This design comes from an exercise in tuning for small area on the open sky130 flow, not from production work.
Only simulation tests tie the RTL to the original design; equivalence was not proved.
No activity file was given, so power comes from the tool's default toggle rates.

### flow/constraint.sdc
create_clock -name core_clock -period 10.0 [get_ports {clk}]
set_input_delay 2.0000 -clock core_clock [delete_from_list [all_inputs] [get_ports {clk}]]
set_output_delay 2.0000 -clock core_clock [all_outputs]
set_load 0.01 [all_outputs]
### flow/config.mk
export PLATFORM = sky130hd
export DESIGN_NAME = top
export DESIGN_NICKNAME = top
export VERILOG_FILES = /design/flow/design.v
export SDC_FILE = /design/flow/constraint.sdc
export NUM_CORES = 4
export LEC_CHECK = 0
export CAP_MARGIN = 20
export CORE_MARGIN = 2
export CORE_UTILIZATION = 40
export SLEW_MARGIN = 20
### flow/design.v
`timescale 1ns / 1ps
module clock_dividers(
    input wire clk,
    input wire reset,
    output wire one_hz_tick,
    output wire refresh_tick
);
    localparam ONE_HZ_HALF  = 400;
    localparam REFRESH_HALF = 35;
    reg one_hz_clk_reg;
    reg refresh_clk_reg;
    reg [31:0] one_hz_counter;
    reg [31:0] refresh_counter;
    always @ (posedge(clk))
    begin
    if(reset == 1'b1)
        begin
            one_hz_counter <= 32'b0;
            one_hz_clk_reg <= 1'b0;
        end
        else if(one_hz_counter == ONE_HZ_HALF - 1)
        begin
            one_hz_counter <= 32'b0;
            one_hz_clk_reg <= ~one_hz_clk_reg;
        end
        else
        begin
            one_hz_counter <= one_hz_counter + 32'b1;
            one_hz_clk_reg <= one_hz_clk_reg;
        end
    end
    always @ (posedge(clk))
    begin
        if(reset == 1'b1)
        begin
            refresh_counter <= 32'b0;
            refresh_clk_reg <= 1'b0;
        end
      else if(refresh_counter == REFRESH_HALF - 1)
        begin
            refresh_counter <= 32'b0;
            refresh_clk_reg <= ~refresh_clk_reg;
        end
        else
        begin
            refresh_counter <= refresh_counter + 32'b1;
            refresh_clk_reg <= refresh_clk_reg;
        end
    end
    assign one_hz_tick  = (one_hz_counter == ONE_HZ_HALF - 1) && !one_hz_clk_reg;
    assign refresh_tick = (refresh_counter == REFRESH_HALF - 1) && !refresh_clk_reg;
endmodule
module debouncer (
    input wire clk,
    input wire ce,
    input wire reset,
    input wire raw_signal,
    output wire debounced_signal
);
reg [1:0] debounce_state;  
always @(posedge clk) begin
    if (reset) begin
        debounce_state <= 2'b00;  
    end else if (ce) begin
        case (debounce_state)
            2'b00: if (raw_signal) debounce_state <= 2'b01;  
            2'b01: if (raw_signal) debounce_state <= 2'b10;
            2'b10: if (!raw_signal) debounce_state <= 2'b00;  
            default: debounce_state <= 2'b00;
        endcase
    end
end
assign debounced_signal = (debounce_state == 2'b10);
endmodule
module grid_controller(
    input clk, ce, reset,
    input up, down, left, right,
    output reg [35:0] grid
);
reg [2:0] x_pos, y_pos;
always @(posedge clk) begin
    if (reset) begin
        x_pos <= 3'b000;
        y_pos <= 3'b000;
        grid <= 36'b1;
    end else if (ce) begin
        if (up && y_pos > 0) y_pos <= y_pos - 1;
        if (down && y_pos < 5) y_pos <= y_pos + 1;
        if (left && x_pos > 0) x_pos <= x_pos - 1;
        if (right && x_pos < 5) x_pos <= x_pos + 1;
        grid <= 36'b0;
        grid[(y_pos * 6) + x_pos] <= 1'b1;
    end
end
endmodule
module grid_attack(
    input clk,
    input ce,
    input reset,
    input attack,
    input [35:0] cursor,
    input [35:0] ships,
    output reg [35:0] grid_state,
    output reg [14:0] lives
);
always @(posedge clk) begin
    if (reset) begin
        grid_state <= 36'b0;
        lives <= 15'b111111111111111;
    end else if (ce && attack && lives > 0) begin
        grid_state <= grid_state | cursor;
         if ((ships & cursor) == 0) begin
            lives <= lives << 1;
         end
    end
end
endmodule
`timescale 1ns / 1ps
module vga_display
(
input wire clk, reset,
output wire Hsync, Vsync,
input wire [35:0] coloring_array,
   input wire [35:0] hitmiss_array,
        input wire [35:0] cursor,
output reg [3:0] vgaRed,
output reg [3:0] vgaGreen,
output reg [3:0] vgaBlue
);
localparam H_DISPLAY       = 640;  
localparam H_L_BORDER      =  48;  
localparam H_R_BORDER      =  16;  
localparam H_RETRACE       =  96;  
localparam H_MAX           = H_DISPLAY + H_L_BORDER + H_R_BORDER + H_RETRACE - 1;
localparam START_H_RETRACE = H_DISPLAY + H_R_BORDER;
localparam END_H_RETRACE   = H_DISPLAY + H_R_BORDER + H_RETRACE - 1;
localparam V_DISPLAY       = 480;  
localparam V_T_BORDER      =  10;  
localparam V_B_BORDER      =  33;  
localparam V_RETRACE       =   2;  
localparam V_MAX           = V_DISPLAY + V_T_BORDER + V_B_BORDER + V_RETRACE - 1;
        localparam START_V_RETRACE = V_DISPLAY + V_B_BORDER;
localparam END_V_RETRACE   = V_DISPLAY + V_B_BORDER + V_RETRACE - 1;
reg [1:0] pixel_reg;
wire [1:0] pixel_next;
wire pixel_tick;
always @(posedge clk)
if(reset)
 pixel_reg <= 0;
else
 pixel_reg <= pixel_next;
assign pixel_next = pixel_reg + 1;  
assign pixel_tick = (pixel_reg == 0);  
reg [9:0] h_count_reg, h_count_next, v_count_reg, v_count_next;
reg vsync_reg, hsync_reg;
wire vsync_next, hsync_next;
always @(posedge clk)
if(reset)
   begin
                    v_count_reg <= 0;
                    h_count_reg <= 0;
                    vsync_reg   <= 0;
                    hsync_reg   <= 0;
   end
else
   begin
                    v_count_reg <= v_count_next;
                    h_count_reg <= h_count_next;
                    vsync_reg   <= vsync_next;
                    hsync_reg   <= hsync_next;
   end
always @*
begin
h_count_next = pixel_tick ?
              h_count_reg == H_MAX ? 0 : h_count_reg + 1
      : h_count_reg;
v_count_next = pixel_tick && h_count_reg == H_MAX ?
              (v_count_reg == V_MAX ? 0 : v_count_reg + 1)
      : v_count_reg;
end
        assign hsync_next = h_count_reg >= START_H_RETRACE
                            && h_count_reg <= END_H_RETRACE;
        assign vsync_next = v_count_reg >= START_V_RETRACE
                            && v_count_reg <= END_V_RETRACE;
        parameter width = 80;
        parameter height = 80;
        integer curr_cell;
always @(*)
begin
curr_cell = (v_count_reg / height) * 6 + (h_count_reg / width);
if (v_count_reg >= 0 && v_count_reg < V_DISPLAY)
begin
     if(h_count_reg >= 0 && h_count_reg < 480) begin
         if(cursor[curr_cell] == 1) begin
             vgaRed = 4'b1111;
             vgaGreen = 4'b1111;
             vgaBlue = 4'b0000;
         end
         else
         begin
         if(coloring_array[curr_cell] == 1) begin
             if(hitmiss_array[curr_cell] == 1) begin
                 vgaRed = 4'b0000;
                 vgaGreen = 4'b1111;
                 vgaBlue = 4'b0000;
             end
             else
             begin
                 vgaRed = 4'b1111;
                 vgaGreen = 4'b0000;
                 vgaBlue = 4'b0000;  
             end
           end
          else begin
             vgaRed = 4'b0000;
             vgaGreen = 4'b0000;
             vgaBlue = 4'b0000;
             end
         end
     end
else
begin
vgaRed = 0;
vgaGreen = 0;
vgaBlue = 0;
end
end
else
begin
vgaRed = 0;
vgaGreen = 0;
vgaBlue = 0;
end
end
        assign Hsync  = hsync_reg;
        assign Vsync  = vsync_reg;
endmodule
module seven_seg(
      input [1:0] digit,
      output reg [6:0] seg
  );
  always @* begin
      case(digit)
      0: seg = 'b1000000;
      1: seg = 'b1000111;
      2: seg = 'b1111111;
      default: seg = 'b1111111;
     endcase
     end
endmodule
module top(
input wire clk, reset, raw_up, raw_down, raw_left, raw_right, raw_attack,
output wire Hsync, Vsync,
output wire [3:0] vgaRed,
output wire [3:0] vgaGreen,
output wire [3:0] vgaBlue,
output wire [14:0] lives,
output reg [3:0] an,
output wire [6:0] seg
    );
    wire [35:0] cursor, coloring_array;
    wire one_hz_tick, refresh_tick, up, down, left, right, attack;
    clock_dividers c(.clk(clk),
                    .reset(reset),
                    .one_hz_tick(one_hz_tick),
                    .refresh_tick(refresh_tick));
    debouncer d1(.clk(clk),
    .ce(refresh_tick),
    .reset(reset),
    .raw_signal(raw_up),
    .debounced_signal(up));
        debouncer d2(.clk(clk),
    .ce(refresh_tick),
    .reset(reset),
    .raw_signal(raw_down),
    .debounced_signal(down));
        debouncer d3(.clk(clk),
    .ce(refresh_tick),
    .reset(reset),
    .raw_signal(raw_left),
    .debounced_signal(left));
        debouncer d4(.clk(clk),
    .ce(refresh_tick),
    .reset(reset),
    .raw_signal(raw_right),
    .debounced_signal(right));
    debouncer d5(.clk(clk),
        .ce(refresh_tick),
        .reset(reset),
        .raw_signal(raw_attack),
        .debounced_signal(attack));
wire [35:0] hitmiss_array = 36'b000000000111111010000010110010000010;
    grid_controller g(.clk(clk),
        .ce(one_hz_tick),
        .reset(reset),
        .up(up),
        .down(down),
        .left(left),
        .right(right),
        .grid(cursor));
    grid_attack ga(.clk(clk),
    .ce(one_hz_tick),
    .reset(reset),
    .attack(attack),
    .cursor(cursor),
    .ships(hitmiss_array),
    .grid_state(coloring_array),
    .lives(lives));
    vga_display v(.clk(clk)
    ,.reset(reset)
    ,.Hsync(Hsync),
    .Vsync(Vsync),
    .coloring_array(coloring_array),
    .hitmiss_array(hitmiss_array),
    .cursor(cursor),
    .vgaRed(vgaRed),
    .vgaGreen(vgaGreen),
    .vgaBlue(vgaBlue));
    reg [1:0] dig_display;
    always @ (posedge clk) begin
     if (reset) begin
        an <= 4'b1110;
        dig_display <= 2;
     end else if (refresh_tick) begin
     an <= 4'b1110;
     if ((hitmiss_array & coloring_array) == hitmiss_array) begin
                dig_display <= 0;
             end
      else if(lives == 0) begin
            dig_display <= 1;
            end
       else begin
              dig_display <= 2;
            end
       end
     end
      seven_seg sev(.digit(dig_display), .seg(seg));
endmodule
### flow/run.sh
#!/bin/bash
# synth_recipe.tcl (not shown) runs the flow's synth.tcl, then flattens the netlist and writes it again
# the make line also repeats each setting of config.mk as NAME=value (left out here)
make -C /OpenROAD-flow-scripts/flow DESIGN_CONFIG=/design/flow/config.mk WORK_HOME=/design/flow/orfs CLKGATE_MAP_FILE= SYNTH_SCRIPT=/design/flow/synth_recipe.tcl finish
==> run summary <==
[logic make-up after synthesis]
kind of cell	synth area share (%)
multiplexers	4.680
flip-flops	38.23
AO/OA/AOI/OAI	14.85
other	0.07354
buffers and inverters	5.268
AND/OR/NAND/NOR	24.53
adder cells (fa/ha/maj)	4.827
XOR/XNOR	7.547
[routing by layer]
metal | track usage [%] | vias to the layer above
met1 | 23.51 | 3941
met3 | 2.854 | 20
met2 | 27.98 | 145
met4 | 4.745 | 0
met5 | 0 | -
li1 | - | 4242
[stage by stage]
| step | setup slack, ps | hold WS [ps] |
|---|---|---|
| global placement | 2053 | 399.0 |
| floorplan | 2633 | 385.6 |
| finish | 1388 | 410.8 |
| CTS | 1393 | 412.8 |
| detailed placement | 1874 | 400.6 |
| global route | 795.3 | 436.6 |
[cells in the final DEF (no fill, tap or decap), drive strengths merged, types with 17 or more instances in the layout]
cell	instances
dfxtp	195
clkbuf	17
and3	19
xnor2	33
nand4	26
a22oi	37
or3	17
a21oi	80
nand2	76
nor4	20
o21ai	37
nand3	34
nor2b	31
ha	29
clkdlybuf4s50	36
xor2	55
mux2i	23
inv	48
nor3	21
nor2	221
[cells in the mapped netlist, drive strengths merged, types with 4 or more instances]
master	n	area share, %
nor2	221	8.2
dfxtp	195	38
a21oi	80	4.0
nand2	76	2.8
xor2	55	4.7
clkbuf	48	1.8
inv	38	1.4
a22oi	37	2.7
o21ai	37	1.8
nand3	34	1.7
xnor2	33	2.8
buf	31	2.1
nor2b	31	1.9
ha	29	3.6
nand4	26	1.6
mux2i	23	2.3
nor3	21	1.1
nor4	20	1.2
and3	19	1.2
or3	17	1.0
a211o	16	1.4
nand2b	11	0.67
a211oi	8	0.64
mux4	8	1.8
o22ai	8	0.49
a31oi	7	0.43
nor3b	7	0.51
and4	6	0.51
fa	6	1.2
mux2	6	0.66
or2	6	0.37
a21o	4	0.29
[layout make-up]
class / count / area, um2
multi-input cells: 917 / 5813
clock inverters: 15 / 155.1
well taps: 330 / 412.9
fillers: 2490 / 13840
inverters: 38 / 142.6
repair buffers: 43 / 412.9
flip-flops and latches: 195 / 3904
clock buffers: 17 / 425.4
[power groups by stage]
stage	clock network, W	registers [W]	logic, W
after floorplan	0	0.000801	0.0000286
after global placement	0	0.000802	0.0000338
after detailed placement	0	0.000802	0.0000340
after CTS	0.000704	0.000784	0.0000342
after global routing	0.000729	0.000785	0.0000383
final	0.000683	0.000784	0.0000333
[worst reg2reg max path: cells and delay by family (launching register included)]
kind            cells  cell delay [ps]
compound gates      1              290
buf+inv             3              830
flops               1              330
simple gates        6             2340
[path summary, 6_finish.rpt]
path,cells past startpoint,endpoint
min reg2reg,1,v.pixel_reg[0]$_SDFF_PP0_
max,21,vgaRed[2]
max reg2reg,10,ga.lives[2]$_SDFFE_PP1P_
min,1,v.pixel_reg[0]$_SDFF_PP0_
==> out/results.tsv <==
stage	metric	value	unit
status	outcome	no timing/DRC/antenna violations	
power_and_ir_drop	Leak Pwr	4.103	nW
clock_network	CTS clock-pin slew for the worst setup and hold paths	80	ps
global_routing	first-pass GRT wire length	38010	um
cells_and_area	Final Instance Area	0.01127	mm2
critical_path	longest individual stage delay on the worst path	650	ps
cells_and_area	registers with the most flip-flops	g.grid x36, ga.grid_state x36	
critical_path	required time reported for the critical path endpoint	8000	ps
cells_and_area	final standard cell count with taps included and fillers excluded	1555	
critical_path	number of buffer and inverter instances along the worst setup path	1	
synthesis	count of synthesis-stage warnings from yosys	7	
global_routing	maximum number of pins on one net before global-route repair	81	
power_and_ir_drop	Internal Dissipation	0.001127	W
cells_and_area	final antenna diode count	0	
critical_path	CP max FO	10	
critical_path	endpoint arrival time on the critical path	6610	ps
synthesis	cell count after synthesis	1222	
timing	upper clock frequency limit	116.1	MHz
synthesis	proportion of synthesized chip area in sequential cells	38.23	%
synthesis	mean instance size in the synthesized netlist	8.357	um2
critical_path	standard cell with the maximum stage delay on the critical path	clkdlybuf4s50_1	
detailed_routing	sum of met2 wire segment lengths after detailed routing	10180	um
timing	Final Hold Viols	0	
detailed_routing	final wirelength	22340	um
synthesis	share of synthesized flip-flops with an asynchronous set or reset	0	%
global_routing	GRT Total Usage	17.17	%
worst_hold_path	type of the worst min-delay path	reg -> reg	
critical_path	Worst Setup SP	v.v_count_reg[7]$_SDFFE_PP0P_	
synthesis	number of enable-type register cells in the synthesized netlist	0	
placed_design	Post-DP Area	0.01069	mm2
synthesis	synthesized cell area	0.01021	mm2
detailed_routing	average vias per placed instance	5.368	
detailed_routing	M1 WL	11130	um
clock_network	clock latency of the later-clocked register in the worst-skew pair	450	ps
critical_path	kind of cell adding the most delay to the critical path	compound AO/OA/AOI/OAI gates	
clock_network	deepest clock path buffer count	2	
power_and_ir_drop	part of the power in the clock network	45.5	%
placed_design	Detailed Place HPWL	15380	um
timing	minimum period implied by the final worst setup slack	8612	ps
timing	transition at the pin with the smallest max-transition slack	1098	ps
global_routing	antenna violations before repair	0	
floorplan	num ports	47	
floorplan	die extent in x	163.8	um
synthesis	number of library cell types mapped by synthesis	77	
power_and_ir_drop	peak supply drop	0.1043	mV
cells_and_area	Layout Nets	1254	
critical_path	Startpoint Class	flip-flop	
clock_network	post-CTS setup buffers	0	
timing	count of final max-slew check failures	0	
synthesis	flop and latch count out of synthesis	195	
job	number of max-cap violations	0	
placed_design	port bufs	37	
floorplan	Die ar.	0.02683	mm2
critical_path	kind of critical path	reg -> out	
floorplan	Initial Util	40.67	%
critical_path	startpoint of the worst register-to-register path	c.one_hz_counter[13]$_SDFF_PP0_	
timing	remaining max-slew budget at the tightest pin	26.33	%
detailed_routing	violation count after the first detailed-route iteration	564	
critical_path	kind of end point of the critical path	output pin	
clock_network	clock root buffer	clkbuf_16	
clock_network	total CTS buffers	17	
timing	setup violation total in the final timing report	0	
critical_path	most repeated library cell on the critical path	ha_1	
timing	total negative slack for setup checks	0	ps
placed_design	gpl congestion	0.8606	
power_and_ir_drop	final total power	0.001500	W
critical_path	flop2flop setup slack	6110	ps
power_and_ir_drop	power dissipated by switching net loads	0.0003730	W
worst_hold_path	Worst Min Path Start	v.pixel_reg[0]$_SDFF_PP0_	
detailed_routing	highest routing layer actually used	met4	
global_routing	GRT overflow	0	
floorplan	die boundary height	163.8	um
detailed_routing	routed wire length on met3	750	um
detailed_routing	Pre-Repair DR Iteration Count	5	
synthesis	Synth Flop Type	dfxtp_1	
cells_and_area	share of post-route cells with drive strength above 1	6.041	%
timing	setup repair after global routing missed its margin	no	
global_routing	vias in the first global route	7844	
power_and_ir_drop	fraction of power spent switching nets	24.86	%
floorplan	Core Footprint	0.02511	mm2
clock_network	hold-fix buffer count after cts	0	
power_and_ir_drop	Comb power frac	2.2	%
clock_network	number of H-tree branching levels	4	
placed_design	cell count after placement	1523	
clock_network	TritonCTS Sinks	195	
cells_and_area	post-layout util	44.87	%
clock_network	number of cells upsized or downsized after cts	0	
clock_network	clock tree from TritonCTS	done	
detailed_routing	remaining routing DRC violations	0	
cells_and_area	growth of design area from synthesis to finish	10.32	%
floorplan	Rows	58	
critical_path	CP cell instances	or2_2 > ha_1 > nor2b_1 > nand2_1 > a22o_1 > xor2_1 > nor2_1 > o21ai_0 > ha_1 > fa_1 > ha_1 > a21oi_1 > xor2_1 > nor2_1 > nand3_1 > a21oi_1 > a31oi_1 > o21ai_0 > and3b_1 > o31ai_1 > clkdlybuf4s50_1	
power_and_ir_drop	portion of total power attributed to sequential cells	52.2	%
detailed_routing	routed len/inst	14.37	um
detailed_routing	ANT nets after route	0	
power_and_ir_drop	total power divided by cell area	133.2	mW/mm2
timing	post-route fraction of the period consumed by the critical path	86.12	%
timing	final worst clock skew	18.45	ps
detailed_routing	number of vias in the routed layout	8348	

-- what the ideal ports hide --
The flow's constraints put no driver on any port. The routed layout listed below was extracted and timed again, unchanged, in two steps.
Step 1 assumes that a clkbuf_16 drives the clock port and a buf_2 every other input.
Step 2 times the ports against the registers' clock, not the clock port: input delays grow and output delays shrink by t, the midpoint of the rising clock arrivals with the driver on.
a / b / c = ideal / step 1 / step 2; a / b = the first two.
t, ns: 0.485
setup slack, ns: 1.388 / 1.341 / 1.826
hold WS [ns]: 0.411 / 0.411 / 0.411
worst data-port slew with drivers (ns): 0.05
After both steps this run still meets setup and hold. For this run, drivers alone change the setup slack by -0.047 ns; drivers and shift together by +0.438 ns.
